Source: an optimization exercise on an open RTL-to-GDS flow (aim: a short achievable clock period and few clock cycles). Production flows keep margins and buffers that such runs may drop.
Function was not checked in any run shown here: the RTL went through the layout flow alone.
Power and IR drop assume default switching activity.

===== run.sh =====
#!/bin/bash
# synth_recipe.tcl (not shown) runs the flow's synth.tcl, then flattens the netlist and writes it again
# the make line also repeats each setting of config.mk as NAME=value (left out here)
make -C /OpenROAD-flow-scripts/flow DESIGN_CONFIG=/design/flow/config.mk WORK_HOME=/design/flow/orfs CLKGATE_MAP_FILE= SYNTH_SCRIPT=/design/flow/synth_recipe.tcl finish

===== config.mk =====
export PLATFORM = sky130hd
export DESIGN_NAME = cpu4
export DESIGN_NICKNAME = cpu4
export VERILOG_FILES = /design/flow/design.v
export SDC_FILE = /design/flow/constraint.sdc
export NUM_CORES = 4
export LEC_CHECK = 0
export CAP_MARGIN = 20
export CORE_MARGIN = 2
export CORE_UTILIZATION = 40
export SETUP_SLACK_MARGIN = 5
export SLEW_MARGIN = 20
export SYNTH_HIERARCHICAL = 1
export SYNTH_MINIMUM_KEEP_SIZE = 0

===== constraint.sdc =====
create_clock -name core_clock -period 8.0 [get_ports {clk}]
set_input_delay 1.6000 -clock core_clock [delete_from_list [all_inputs] [get_ports {clk}]]
set_output_delay 1.6000 -clock core_clock [all_outputs]
set_load 0.01 [all_outputs]

===== design.v =====
module cpu4(input clk,
            input rst,
            output [7:0] imem_addr,
            input [15:0] imem_data,
            output [7:0] dmem_addr,
            output [15:0] dmem_wdata,
            output dmem_we,
            output dmem_re,
            input [15:0] dmem_rdata,
            output rf_we,
            output [3:0] rf_waddr,
            output [15:0] rf_wdata,
            output halted);
    genvar gi;
    reg [7:0]  pc;            
    reg        halted_r;
    reg        e_valid;       
    reg        e_wr;          
    reg        e_ld;          
    reg        e_ri;          
    reg        e_br;          
    reg        e_pred;        
    reg [5:0]  e_bt;          
    reg [3:0]  e_dst;
    reg [15:0] e_ra;          
    reg [15:0] e_rb;          
    reg [15:0] e_rd;          
    reg [15:0] e_imm;         
    reg        e_fa;          
    reg [3:0]  e_cs;          
    reg [5:0]  e_sb;          
    reg        e_cin;         
    reg [7:0]  e_tgt;         
    reg [7:0]  e_fall;        
    reg        s_pend;        
    reg [2:0]  s_t;           
    reg [2:0]  s_cs;          
    reg        s_pred;        
    reg [7:0]  s_redir;       
    reg        e_re_r, e_we_r;
    reg [7:0]  e_daddr;       
    reg [15:0] e_wdata;       
    reg        w_we;
    reg [15:0] w_oh;          
    reg [3:0]  w_addr;
    reg [15:0] w_data;
    reg        w_zero;        
    wire [255:0] rfv;
    wire [15:0] zf;
    wire [15:0] e_a = e_fa ? w_data : e_ra;
    wire [15:0] e_b = ({16{e_sb[0]}} & e_rb) | ({16{e_sb[1]}} & ~e_rb) |
                      ({16{e_sb[2]}} & e_rd) | ({16{e_sb[3]}} & e_imm) |
                      ({16{e_sb[4]}} & w_data) | ({16{e_sb[5]}} & ~w_data);
    wire [15:0] alu;
    cpu4_alu add(.ra(e_ra), .rb(e_rb), .rd(e_rd), .imm(e_imm), .w(w_data),
                 .fa(e_fa), .sb(e_sb), .cin(e_cin), .s(alu));
    wire [15:0] e_res = e_ld ? dmem_rdata : alu;
    wire t0, t1, t2;
    wire s0, s1, s2;
    wire f0, f1, f2;
    cpu4_brcmp c0(.bt(e_bt), .x(e_ra), .y(e_rd), .taken(t0), .fast(f0), .slow(s0));
    cpu4_brcmp c1(.bt(e_bt), .x(w_data), .y(e_rd), .taken(t1), .fast(f1), .slow(s1));
    cpu4_brcmp c2(.bt(e_bt), .x(e_ra), .y(w_data), .taken(t2), .fast(f2), .slow(s2));
    wire taken = (e_cs[0] & t0) | (e_cs[1] & t1) | (e_cs[2] & t2) |
                 (e_cs[3] & e_bt[2]);
    wire e_fast = (e_cs[0] & f0) | (e_cs[1] & f1) | (e_cs[2] & f2) | e_cs[3];
    wire e_slow = e_bt[4] | e_bt[5];
    wire s_miss = ((s_cs[0] & s_t[0]) | (s_cs[1] & s_t[1]) |
                   (s_cs[2] & s_t[2])) ^ s_pred;
    wire mispredict2 = s_pend & s_miss;
    wire mispredict = (e_valid & e_br & e_fast & (taken ^ e_pred)) | mispredict2;
    wire e_fwd = e_valid & e_wr;
    wire alu_zero = ((e_a ^ e_b) == {e_a[14:0] | e_b[14:0], e_cin});
    wire e_zero = e_ld ? (dmem_rdata == 16'd0) : alu_zero;
    wire za0, za1;
    cpu4_zero16 ez0(.a(e_ra), .b(e_imm), .cin(e_cin), .z(za0));
    cpu4_zero16 ez1(.a(w_data), .b(e_imm), .cin(e_cin), .z(za1));
    wire e_zfwd = e_fa ? za1 : za0;
    generate
        for (gi = 0; gi < 16; gi = gi + 1) begin : R
            reg [15:0] q;
            reg z;
            wire wr = w_oh[gi];
            always @(posedge clk)
                if (wr) begin
                    q <= w_data;
                    z <= w_zero;
                end
            assign rfv[gi*16 +: 16] = wr ? w_data : q;
            assign zf[gi] = wr ? w_zero : z;
        end
    endgenerate
    wire [3:0] op = imem_data[15:12];
    wire [3:0] rd = imem_data[11:8];
    wire [3:0] ra = imem_data[7:4];
    wire [3:0] rb = imem_data[3:0];
    wire f_ld   = (op == 4'd0);
    wire f_st   = (op == 4'd1);
    wire f_rr   = (op == 4'd2) | (op == 4'd3);
    wire f_ri   = (op == 4'd4) | (op == 4'd5);
    wire f_sub  = (op == 4'd3) | (op == 4'd5);
    wire f_halt = (op == 4'd7);
    wire f_bz   = (op == 4'd8);
    wire f_bnz  = (op == 4'd9);
    wire f_beq  = (op == 4'd13);
    wire f_bneq = (op == 4'd14);
    wire f_blt  = (op == 4'd6);
    wire f_bgt  = (op == 4'd15);
    wire f_cmp  = f_beq | f_bneq | f_blt | f_bgt;    
    wire f_br   = f_bz | f_bnz | f_cmp;
    wire f_wr   = f_ld | f_rr | f_ri;
    wire fa = e_fwd & (e_dst == ra);
    wire fb = e_fwd & (e_dst == rb);
    wire fd = e_fwd & (e_dst == rd);
    wire same = (ra == rd);
    wire back = rb[3];
    wire z_ok = ~fa | e_ri;
    wire zf_ra;
    cpu4_mux16 #(.W(1)) zf_rd(.d(zf), .s(ra), .y(zf_ra));
    wire st_pred = (f_beq & (same | back)) | (f_bneq & ~same) |
                   ((f_blt | f_bgt) & ~same & back);
    wire p_z  = f_bz | st_pred;
    wire p_nz = f_bnz | st_pred;
    wire z_ra;
    cpu4_zget zs(.z_ok(z_ok), .fa(fa), .zpre(e_zfwd), .zf(zf_ra), .z(z_ra));
    wire f_pred = z_ra ? p_z : p_nz;
    wire [15:0] rf_a, rf_b, rf_d;
    cpu4_mux16 #(.W(16)) rd_a(.d(rfv), .s(ra), .y(rf_a));
    cpu4_mux16 #(.W(16)) rd_b(.d(rfv), .s(rb), .y(rf_b));
    cpu4_mux16 #(.W(16)) rd_d(.d(rfv), .s(rd), .y(rf_d));
    wire [15:0] sx16 = {{12{rb[3]}}, rb};
    wire b_imm = f_ri;
    wire b_rd  = f_cmp & ~fd;
    wire b_w   = (f_cmp & fd) | (~f_ri & ~f_cmp & fb & ~f_sub);
    wire b_wn  = ~f_ri & ~f_cmp & fb & f_sub;
    wire b_rb  = ~f_ri & ~f_cmp & ~fb & ~f_sub;
    wire b_rbn = ~f_ri & ~f_cmp & ~fb & f_sub;
    wire [3:0] hi   = pc[7:4];
    wire [3:0] hi_p = hi + 4'd1;
    wire [3:0] hi_m = hi - 4'd1;
    wire [127:0] tgv;
    generate
        for (gi = 0; gi < 16; gi = gi + 1) begin : T
            localparam integer SK = (gi >= 8) ? gi - 16 : gi;
            localparam [4:0] C1 = SK;
            wire [4:0] l1 = {1'b0, pc[3:0]} + C1;
            wire [3:0] h1 = l1[4] ? ((SK < 0) ? hi_m : hi_p) : hi;
            assign tgv[gi*8 +: 8] = {h1, l1[3:0]};    
        end
    endgenerate
    wire [4:0] l3 = {1'b0, pc[3:0]} + 5'd1;
    wire [7:0] pc1 = {l3[4] ? hi_p : hi, l3[3:0]};
    wire [7:0] pc_tgt;
    cpu4_mux16 #(.W(8)) tg(.d(tgv), .s(rb), .y(pc_tgt));
    wire [7:0] e_redir = e_pred ? e_fall : e_tgt;
    wire [7:0] pc_d;
    wire st_wait = f_st & e_valid & e_slow;
    wire hold = f_halt | halted_r | st_wait;
    cpu4_pcnext pm(.z_ok(z_ok), .fa(fa), .zfwd(e_zfwd), .zf(zf_ra), .t1(~hold & p_z), .f1(~hold & ~p_z),
                   .t0(~hold & p_nz), .f0(~hold & ~p_nz), .h(hold),
                   .pc(pc), .tgt(pc_tgt), .pc1(pc1),
                   .m(mispredict | rst), .redir(rst ? 8'd0 : mispredict2 ? s_redir : e_redir),
                   .d(pc_d));
    always @(posedge clk)
        pc <= pc_d;
    wire [7:0] e_daddr_d;
    wire [15:0] e_wdata_d;
    cpu4_fwd3 #(.W(8)) fwd_ad(.alu(alu[7:0]), .ld(dmem_rdata[7:0]), .rf(rf_a[7:0]),
                              .sa(fa & ~e_ld), .sl(fa & e_ld), .y(e_daddr_d));
    cpu4_fwd3 #(.W(16)) fwd_wd(.alu(alu), .ld(dmem_rdata), .rf(rf_b),
                               .sa(fb & ~e_ld), .sl(fb & e_ld), .y(e_wdata_d));
    wire f_go = ~mispredict & ~f_halt & ~halted_r & ~st_wait;
    always @(posedge clk) begin
        if (rst) begin
            halted_r <= 1'b0;
            s_pend <= 1'b0;
            e_valid <= 1'b0;
            e_re_r <= 1'b0;
            e_we_r <= 1'b0;
            w_we <= 1'b0;
            w_oh <= 16'd0;
        end else begin
            if (f_halt && !mispredict && !e_fwd && !(e_valid && e_slow))
                halted_r <= 1'b1;
            s_pend <= e_valid & e_slow & ~e_fast & ~mispredict2;
            e_valid <= f_go;
            e_re_r <= f_go & f_ld;
            e_we_r <= f_go & f_st;
            w_we <= e_fwd & ~mispredict2;
            w_oh <= {16{e_fwd & ~mispredict2}} & (16'd1 << e_dst);
        end
        e_wr <= f_wr;
        e_ld <= f_ld;
        e_ri <= f_ri;
        e_br <= f_br;
        e_pred <= f_pred;
        e_bt <= {f_bgt, f_blt, f_bneq, f_beq, f_bnz, f_bz};
        e_dst <= rd;
        e_ra <= rf_a;
        e_rb <= rf_b;
        e_rd <= rf_d;
        e_imm <= f_sub ? ~sx16 : sx16;
        e_fa <= fa;
        e_cs <= {f_cmp & fa & fd, f_cmp & ~fa & fd,
                 fa & ~(f_cmp & fd), ~fa & ~(f_cmp & fd)};
        e_sb <= {b_wn, b_w, b_imm, b_rd, b_rbn, b_rb};
        e_cin <= f_sub;
        e_tgt <= pc_tgt;
        e_fall <= pc1;
        s_t <= {s2, s1, s0};
        s_cs <= e_cs[2:0];
        s_pred <= e_pred;
        s_redir <= e_redir;
        e_daddr <= e_daddr_d;
        e_wdata <= e_wdata_d;
        w_addr <= e_dst;
        w_data <= e_res;
        w_zero <= e_zero;
    end
    assign imem_addr = pc;
    assign dmem_addr = e_daddr;
    assign dmem_wdata = e_wdata;
    assign dmem_we = e_we_r;
    assign dmem_re = e_re_r;
    assign rf_we = w_we;
    assign rf_waddr = w_addr;
    assign rf_wdata = w_data;
    assign halted = halted_r;
endmodule
module cpu4_mux16 #(parameter W = 16)
                  (input [16*W-1:0] d,
                   input [3:0] s,
                   output [W-1:0] y);
    assign y = d[s*W +: W];
endmodule
module cpu4_zget(input z_ok,
                 input fa,
                 input zpre,
                 input zf,
                 output z);
    assign z = z_ok & (fa ? zpre : zf);
endmodule
module cpu4_pcnext(input z_ok,
                   input fa,
                   input zfwd,
                   input zf,
                   input t1,
                   input f1,
                   input t0,
                   input f0,
                   input h,
                   input [7:0] pc,
                   input [7:0] tgt,
                   input [7:0] pc1,
                   input m,
                   input [7:0] redir,
                   output [7:0] d);
    wire [7:0] d1 = ({8{t1}} & tgt) | ({8{f1}} & pc1) | ({8{h}} & pc);
    wire [7:0] d0 = ({8{t0}} & tgt) | ({8{f0}} & pc1) | ({8{h}} & pc);
    wire z = z_ok & (fa ? zfwd : zf);
    wire [7:0] df = z ? d1 : d0;
    assign d = m ? redir : df;
endmodule
module cpu4_brcmp(input [5:0] bt,
                  input [15:0] x,
                  input [15:0] y,
                  output taken,
                  output fast,
                  output slow);
    wire eq   = (x == y);
    wire zero = (x == 16'd0);
    wire sd   = x[15] ^ y[15];
    wire lt   = $signed(x) < $signed(y);
    wire gt   = $signed(x) > $signed(y);
    assign taken = (bt[0] & zero) | (bt[1] & ~zero) | (bt[2] & eq) |
                   (bt[3] & ~eq) | (bt[4] & sd & x[15]) | (bt[5] & sd & y[15]);
    assign fast = ~(bt[4] | bt[5]) | sd | eq;
    assign slow = (bt[4] & lt) | (bt[5] & gt);
endmodule
module cpu4_zero16(input [15:0] a,
                   input [15:0] b,
                   input cin,
                   output z);
    assign z = ((a ^ b) == {a[14:0] | b[14:0], cin});
endmodule
module cpu4_fwd3 #(parameter W = 16)
                 (input [W-1:0] alu,
                  input [W-1:0] ld,
                  input [W-1:0] rf,
                  input sa,
                  input sl,
                  output [W-1:0] y);
    assign y = ({W{sa}} & alu) | ({W{sl}} & ld) | ({W{~sa & ~sl}} & rf);
endmodule
module cpu4_alu(input [15:0] ra,
                input [15:0] rb,
                input [15:0] rd,
                input [15:0] imm,
                input [15:0] w,
                input fa,
                input [5:0] sb,
                input cin,
                output [15:0] s);
    wire [15:0] a = fa ? w : ra;
    wire [15:0] b = ({16{sb[0]}} & rb) | ({16{sb[1]}} & ~rb) |
                    ({16{sb[2]}} & rd) | ({16{sb[3]}} & imm) |
                    ({16{sb[4]}} & w) | ({16{sb[5]}} & ~w);
    wire [16:0] t = {a, 1'b1} + {b, cin};
    assign s = t[16:1];
endmodule

==> results of run 1 <==
[layout make-up]
class	instances	share of cell area (%)
clock buffers	66	4.14
flip-flops and latches	456	28.5
clock inverters	18	0.645
well taps	931	3.57
multi-input cells	1616	54.3
repair buffers	224	7.04
inverters	150	1.78
[per-stage QoR]
| stage | util [%] | area [sq um] | hold slack [ps] |
|---|---|---|---|
| after floorplan | - | 28000 | 329 |
| after global placement | 42.6 | 29300 | 372 |
| after detailed placement | 42.6 | 29300 | 376 |
| after CTS | 46.9 | 32300 | 384 |
| after global routing | 47.3 | 32600 | 390 |
| final | 47.3 | 32600 | 378 |
[cell families after synthesis]
family	count (synthesis)	share of synthesized area, %
multiplexers	654	35.9
flip-flops	456	32.7
AO/OA/AOI/OAI	349	9.27
AND/OR/NAND/NOR	347	6.60
buffers and inverters	340	5.57
XOR/XNOR	142	4.46
adder cells (fa/ha/maj)	123	5.53
[registers in the layout (all words and copies together), names as in the netlist, 3 cells and up]
name	count
R.q	256
R.z	16
e_ra	16
e_rb	16
e_rd	16
e_wdata	16
w_data	16
w_oh	16
e_daddr	8
e_fall	8
e_tgt	8
pc	8
s_redir	8
e_bt	6
e_sb	6
e_cs	4
e_dst	4
e_imm	4
w_addr	4
s_cs	3
s_t	3
[cell usage in the layout, fill, tap and decap left out, types with 15 or more instances in the layout]
master	n
dfxtp_1	398
mux2_2	341
mux4_2	197
inv_1	144
a22oi_1	137
ha_1	106
buf_4	102
nand2_1	99
xnor2_1	85
mux2i_1	80
nor2_1	54
xor2_1	54
dlygate4sd2_1	52
clkbuf_16	50
nand3_1	43
a21oi_1	43
a22o_1	34
a21o_1	33
dfxtp_4	32
mux4_1	31
dfxtp_2	26
nand4_1	21
nor4_1	20
nand2b_1	18
clkdlybuf4s50_1	17
nor2b_1	15
[metal layers]
metal | vias to the layer above | share of wire (%) | wire, um | GRT usage [%]
li1 | 9246 | - | - | -
met1 | 10800 | 42 | 39800 | 35.0
met2 | 1018 | 45 | 42400 | 40.1
met3 | 203 | 8.4 | 7930 | 5.22
met4 | 6 | 4.3 | 4060 | 11.7
met5 | - | 0.032 | 30 | 0
[path summary, 6_finish.rpt]
path	startpoint	end	slack [ps]	cells after the start
max	e_rd[15]$_DFF_P_	pc[4]$_DFF_P_	4810	13
min	e_cs[2]$_DFF_P_	s_cs[2]$_DFF_P_	380	0
max reg2reg	e_rd[15]$_DFF_P_	pc[4]$_DFF_P_	4810	13
min reg2reg	e_cs[2]$_DFF_P_	s_cs[2]$_DFF_P_	380	0
[what timing repair did]
action / 4_1_cts / 5_1_grt
setup buffers: 75 / 10
endpoints found under the hold margin: 0 / 0
resized for setup: 276 / 54
cloned: 6 / 1
pin swaps: 26 / 25
endpoints found under the setup margin: 152 / 42
[power breakdown]
part           switching (uW)  total [uW]  internal (uW)
Clock                     972        2250           1280
Combinational            1120        2110            992
Sequential                157        2630           2470
[modules after synthesis, one instance, submodules excluded, excerpt]
| module | copies in the design | flops+latches | cells inside |
|---|---|---|---|
| cpu4_zero16 | 2 | 0 | 67 |
| cpu4_brcmp | 3 | 0 | 69 |
| cpu4_pcnext | 1 | 0 | 67 |
| cpu4_zget | 1 | 0 | 2 |
| cpu4 | 1 | 456 | 1265 |
| cpu4_alu | 1 | 0 | 191 |
==> results.cfg, run 1 <==
[timing]
setup_tns_ps = 0
tightest_slew_ps = 917
slew_viol_final = 0
rsz0062_at_grt = true
timing.final.ws_setup_ps = 4810
fmax_mhz = 313
setup_violations = 0
finalCriticalPeriod_ps = 3190
fin_skew_ps = 35.9
hold_viol_final = 0
slew_headroom_pct = 38.8
timing.final.crit_share_pct = 39.9

[drt]
dr.pass1.iters = 5
ant_nets = 0
viasPerCell = 6.15
drc_errors = 0
wirelength_mm = 94.3
detail_route.iter0.violations = 2066
wl_per_cell_um = 27.2
vias = 21300

[grt]
grt_antenna_before_repair = 4
grt_usage_pct = 25.9
grt_max_degree = 65
grt_pass1_vias = 21200
overflow = 0
grt_pass1_wl_mm = 139

[critical_path]
cp.buffers_inverters = 1
cp-start-kind = flip-flop
critical-path-slowest-cell = dfxtp_4
crit_family = simple AND/OR/NAND/NOR gates
path_class = reg -> reg
cp_data_required_time_ps = 8500
critPathArrivalTime_ps = 3690
cp_max_fo = 8
critPathMaxStageDelay_ps = 410
cp_cell_sequence = inv_1 > ha_4 > nand4_4 > nor3_4 > nand2_2 > mux2i_1 > o211ai_1 > a22o_1 > o21ai_1 > nor4bb_4 > or2_4 > a21oi_1 > a32oi_1
cp-end-kind = flip-flop

[synthesis]
synth-edff-count = 0
synth_seq_cells = 456
synth_most_common_cell = dfxtp_1
yosysSeqAreaShare_pct = 32.7
syn_nets = 2567
synth_cells = 2411
synth_area_sq_um = 27900
yosysWarnings = 7
synth_area_leaders = dfxtp_1, mux4_2, mux2_2
synth_flop_cell = dfxtp_1
ys_async_sr_fraction_pct = 0
ys_types = 75
yosys.area.top_type_share_pct = 32.7
avgSynthCellArea_sq_um = 11.6
synth_common_cells = dfxtp_1, mux2_2, mux4_2, inv_1, a22oi_1
synth_area_leader_cell = dfxtp_1

[floorplanning]
die_x_um = 268
die-area_sq_um = 71900
std_cell_rows = 96
ios = 90
core-area_sq_um = 68800
start_util_pct = 40.6
die_y_um = 268

[finish]
nNetsFinal = 2652
multi_input_area_sq_um = 17700
diodes = 0
area_growth_pct = 16.7
fillerInstances = 6136
layout.cells.non_filler = 3461
seqCellArea_sq_um = 9280
drive_gt1_share_pct = 36.8

[placement]
pre_cts_slack_ps = 3440
dp_hpwl_mm = 59.4
dp_cells = 3285
routabilityCongestion = 0.938
io_buffers = 89

[clocking]
root_buffer = clkbuf_16
cts_buffer_depth = 3
clk_pin_slew_worst_paths_ps = 60
cts-hold-fix-buffers = 0
h-tree-depth = 2
clock_latency_ps = 620
clock-sinks = 456
cts-buffers-inserted = 48
cts_tree = built

[power_and_ir_drop]
total_power_uw = 6990
p_leak_uw = 0.0134
vdd_drop_max_mv = 0.155
power_density_nw_per_um2 = 214

[worst_hold_path]
hp-class = reg -> reg

[outcome]
status = timing/DRC/antenna clean

[job]
maxCapViolCount = 0
==> inputs of run 2 (changes only) <==
--- a/design.v
+++ b/design.v
@@ -68,7 +68,8 @@
     wire s_miss = ((s_cs[0] & s_t[0]) | (s_cs[1] & s_t[1]) |
                    (s_cs[2] & s_t[2])) ^ s_pred;
     wire mispredict2 = s_pend & s_miss;
-    wire mispredict = (e_valid & e_br & e_fast & (taken ^ e_pred)) | mispredict2;
+    wire mispredict = (e_valid & e_br & (~e_slow | e_fast) & (taken ^ e_pred)) |
+                      mispredict2;
     wire e_fwd = e_valid & e_wr;
     wire alu_zero = ((e_a ^ e_b) == {e_a[14:0] | e_b[14:0], e_cin});
     wire e_zero = e_ld ? (dmem_rdata == 16'd0) : alu_zero;
@@ -274,7 +275,7 @@
     wire gt   = $signed(x) > $signed(y);
     assign taken = (bt[0] & zero) | (bt[1] & ~zero) | (bt[2] & eq) |
                    (bt[3] & ~eq) | (bt[4] & sd & x[15]) | (bt[5] & sd & y[15]);
-    assign fast = ~(bt[4] | bt[5]) | sd | eq;
+    assign fast = sd | eq;
     assign slow = (bt[4] & lt) | (bt[5] & gt);
 endmodule
 module cpu4_zero16(input [15:0] a,
==> flow/run.sh (new file) <==
#!/bin/bash
# Standard ORFS layout, with the port buffers made from buf_4 cells and
# timing repair aiming for a tighter setup margin.
set -o pipefail
bash standard.sh finish "BUFFER_PORTS_ARGS=-buffer_cell sky130_fd_sc_hd__buf_4" SETUP_SLACK_MARGIN=5.3 > standard.log 2>&1
==> standard.sh (new file) <==
#!/bin/bash
# synth_recipe.tcl (not shown) runs the flow's synth.tcl, then flattens the netlist and writes it again
# the make line also repeats each setting of config.mk as NAME=value (left out here)
make -C /OpenROAD-flow-scripts/flow DESIGN_CONFIG=/design/flow/config.mk WORK_HOME=/design/flow/orfs CLKGATE_MAP_FILE= SYNTH_SCRIPT=/design/flow/synth_recipe.tcl "${@:-finish}"
removed: run.sh
==> results.cfg, run 2 <==
[outcome]
status = timing/DRC/antenna clean

[drt]
vias = 22400
wirelength_mm = 101
detail_route.iter0.violations = 2746
drc_errors = 0
ant_nets = 0
dr.pass1.iters = 6
viasPerCell = 6.22
wl_per_cell_um = 28.2

[floorplanning]
start_util_pct = 40.2
die_x_um = 269
die_y_um = 269
std_cell_rows = 97
core-area_sq_um = 69800
ios = 90
die-area_sq_um = 72300

[grt]
grt_use_met2_pct = 42.0
grt_pass1_wl_mm = 146
grt_pass1_vias = 22100
grt_util_met3_pct = 6.24
grt_max_degree = 46
busiest_layer = met2
grt_antenna_before_repair = 2
overflow = 0
grtUsageMet1_pct = 36.4
grt_usage_pct = 27.4

[synthesis]
synth_area_leader_cell = dfxtp_1
yosysSeqAreaShare_pct = 32.5
synth_area_leaders = dfxtp_1, mux4_2, mux2_2
synth_flop_cell = dfxtp_1
synth_most_common_cell = dfxtp_1
synth_common_cells = dfxtp_1, mux2_2, mux4_2, inv_1, a22oi_1
synth-edff-count = 0
avgSynthCellArea_sq_um = 11.6
ys_async_sr_fraction_pct = 0
yosysWarnings = 7
synth_cells = 2426
synth_seq_cells = 456
ys_types = 78
syn_nets = 2582
synth_area_sq_um = 28100
yosys.area.top_type_share_pct = 32.5

[timing]
hold_viol_final = 0
slew_viol_final = 0
whs_ps = 370
tightest_slew_ps = 835
fmax_mhz = 317
timing.final.ws_setup_ps = 4840
setup_tns_ps = 0
setup_violations = 0
timing.final.crit_share_pct = 39.5
finalCriticalPeriod_ps = 3160
slew_headroom_pct = 44.2
rsz0062_at_grt = true
fin_skew_ps = 29.5

[finish]
mostFrequentLayoutCells = dfxtp_1, mux2_2, mux4_2
largest_register_ffs = 256
largest-register = R.q
fillerInstances = 6087
area_growth_pct = 23.1
nNetsFinal = 2775
drive_gt1_share_pct = 47.0
final_common_cell = dfxtp_1
diodes = 0
fin_util_pct = 49.5

[placement]
io_buffers = 89
routabilityCongestion = 0.908
dp_hpwl_mm = 58.6
pre_cts_slack_ps = 3550

[critical_path]
cp-end-kind = flip-flop
cp_max_fo = 7
cp-start-kind = flip-flop
critPathArrivalTime_ps = 3670
path_class = reg -> reg
cp_data_required_time_ps = 8510

[clocking]
cts-buffers-inserted = 49
h-tree-depth = 2
cts_tree = built
clock-sinks = 456
cts_buffer_depth = 3
clock_latency_ps = 610
root_buffer = clkbuf_16
clk_pin_slew_worst_paths_ps = 60

[job]
maxCapViolCount = 0

[worst_hold_path]
hp-class = reg -> reg

[power_and_ir_drop]
p_leak_uw = 0.0140
total_power_uw = 7260
power_density_nw_per_um2 = 210
vdd_drop_max_mv = 0.151
## run 2: cell types whose count changed after synthesis, sizes merged, moves of 7 or more
cell	delta
buf	+13
clkbuf	-12
o21ai	+10
nand3	-7
nand4	+7
## run 2: logic make-up after synthesis
group	count (synthesis)	synth area share [%]
AO/OA/AOI/OAI	358	9.55
XOR/XNOR	139	4.34
flip-flops	456	32.5
AND/OR/NAND/NOR	361	6.88
buffers and inverters	339	5.65
adder cells (fa/ha/maj)	122	5.47
multiplexers	651	35.6
## run 2: critical path: stages, from the launching register on
cell     delay, ps
dfxtp_1        410
inv_1           60
ha_1           300
nand4_1        180
buf_4          190
buf_4          110
or3_1          350
o21ai_0        320
a21o_1         200
nor3b_1         80
nor3b_4        300
buf_4          170
or2_4          160
a21oi_2         40
a32oi_1        190
## run 2: metrics by stage
stage | area [sq um] | cells
3_3_place_gp | 29200 | 3300
6_report | 34600 | 3595
3_5_place_dp | 29200 | 3300
2_1_floorplan | 28400 | 2426
4_1_cts | 33600 | 3549
5_1_grt | 34600 | 3595
## run 2: routing by layer
layer / part of all wire [%] / routed length [um] / vias up
met5: 0.029 / 29 / -
met4: 5.4 / 5440 / 4
met3: 10 / 10100 / 288
met2: 44 / 45000 / 1312
met1: 40 / 40700 / 11200
li1: - / - / 9532
## run 2: area by class of cell
class                           count  area [sq um]  share of cell area (%)
Multi-Input combinational cell   1632         18300                    53.1
Sequential cell                   456          9390                    27.2
Timing Repair Buffer              332          3540                    10.3
Clock buffer                       63          1380                    3.99
Tap cell                          940          1180                    3.40
Inverter                          148           571                    1.65
Clock inverter                     24           159                   0.460
## run 2: what timing repair did
item / in CTS / in global routing
gates resized for setup: 326 / 111
setup endpoints to repair: 151 / 81
hold buffers: 0 / 0
pin swaps: 56 / 61
setup buffers: 145 / 44
cloned: 17 / 2
## run 2: modules after synthesis (local to each module, per instance), a selection
module | flops+latches | area (sq um)
cpu4 | 456 | 16100
cpu4_alu | 0 | 1490
cpu4_brcmp | 0 | 532
cpu4_zero16 | 0 | 487
cpu4_pcnext | 0 | 439
cpu4_zget | 0 | 16.3
## run 2: report_power, final
| group | total (uW) | internal (uW) | switching, uW | leakage (uW) |
|---|---|---|---|---|
| Sequential | 2620 | 2460 | 159 | 0.00376 |
| Clock | 2220 | 1220 | 1000 | 0.000757 |
| Combinational | 2420 | 1180 | 1240 | 0.00947 |
## run 2: final timing paths
| path | end | from | slack (ps) | cells after the start |
|---|---|---|---|---|
| setup reg to reg | pc[4]$_DFF_P_ | e_rd[5]$_DFF_P_ | 4840 | 14 |
| hold reg to reg | s_cs[2]$_DFF_P_ | e_cs[2]$_DFF_P_ | 370 | 0 |
| setup / recovery | pc[4]$_DFF_P_ | e_rd[5]$_DFF_P_ | 4840 | 14 |
| hold / removal | s_cs[2]$_DFF_P_ | e_cs[2]$_DFF_P_ | 370 | 0 |

what the ideal ports hide:
In the flow no input, the clock included, has a driving cell. The finished layouts below were timed again as built, in two steps. Step 1 sets driving cells, clkbuf_16 on the clock port and buf_2 on the other inputs (assumed; they add their load-dependent delay and slew). Step 2 times the ports against the registers' clock, not the clock port: input delays grow and output delays shrink by t, the midpoint of the rising clock arrivals with the driver on. a / b / c = no drivers / after step 1 / after step 2; a / b = the first two.
| run | t, ns | setup WS [ns] | hold WS [ns] |
|---|---|---|---|
| run 1 | 0.656 | 4.807 / 4.807 / 4.226 | 0.378 / 0.378 / 0.378 |
| run 2 | 0.653 | 4.842 / 4.798 / 4.145 | 0.370 / 0.370 / 0.370 |
After both steps every run listed still meets setup and hold. The setup slack of run 2, which loses most, moves by -0.044 ns with the drivers and by -0.697 ns with both steps.
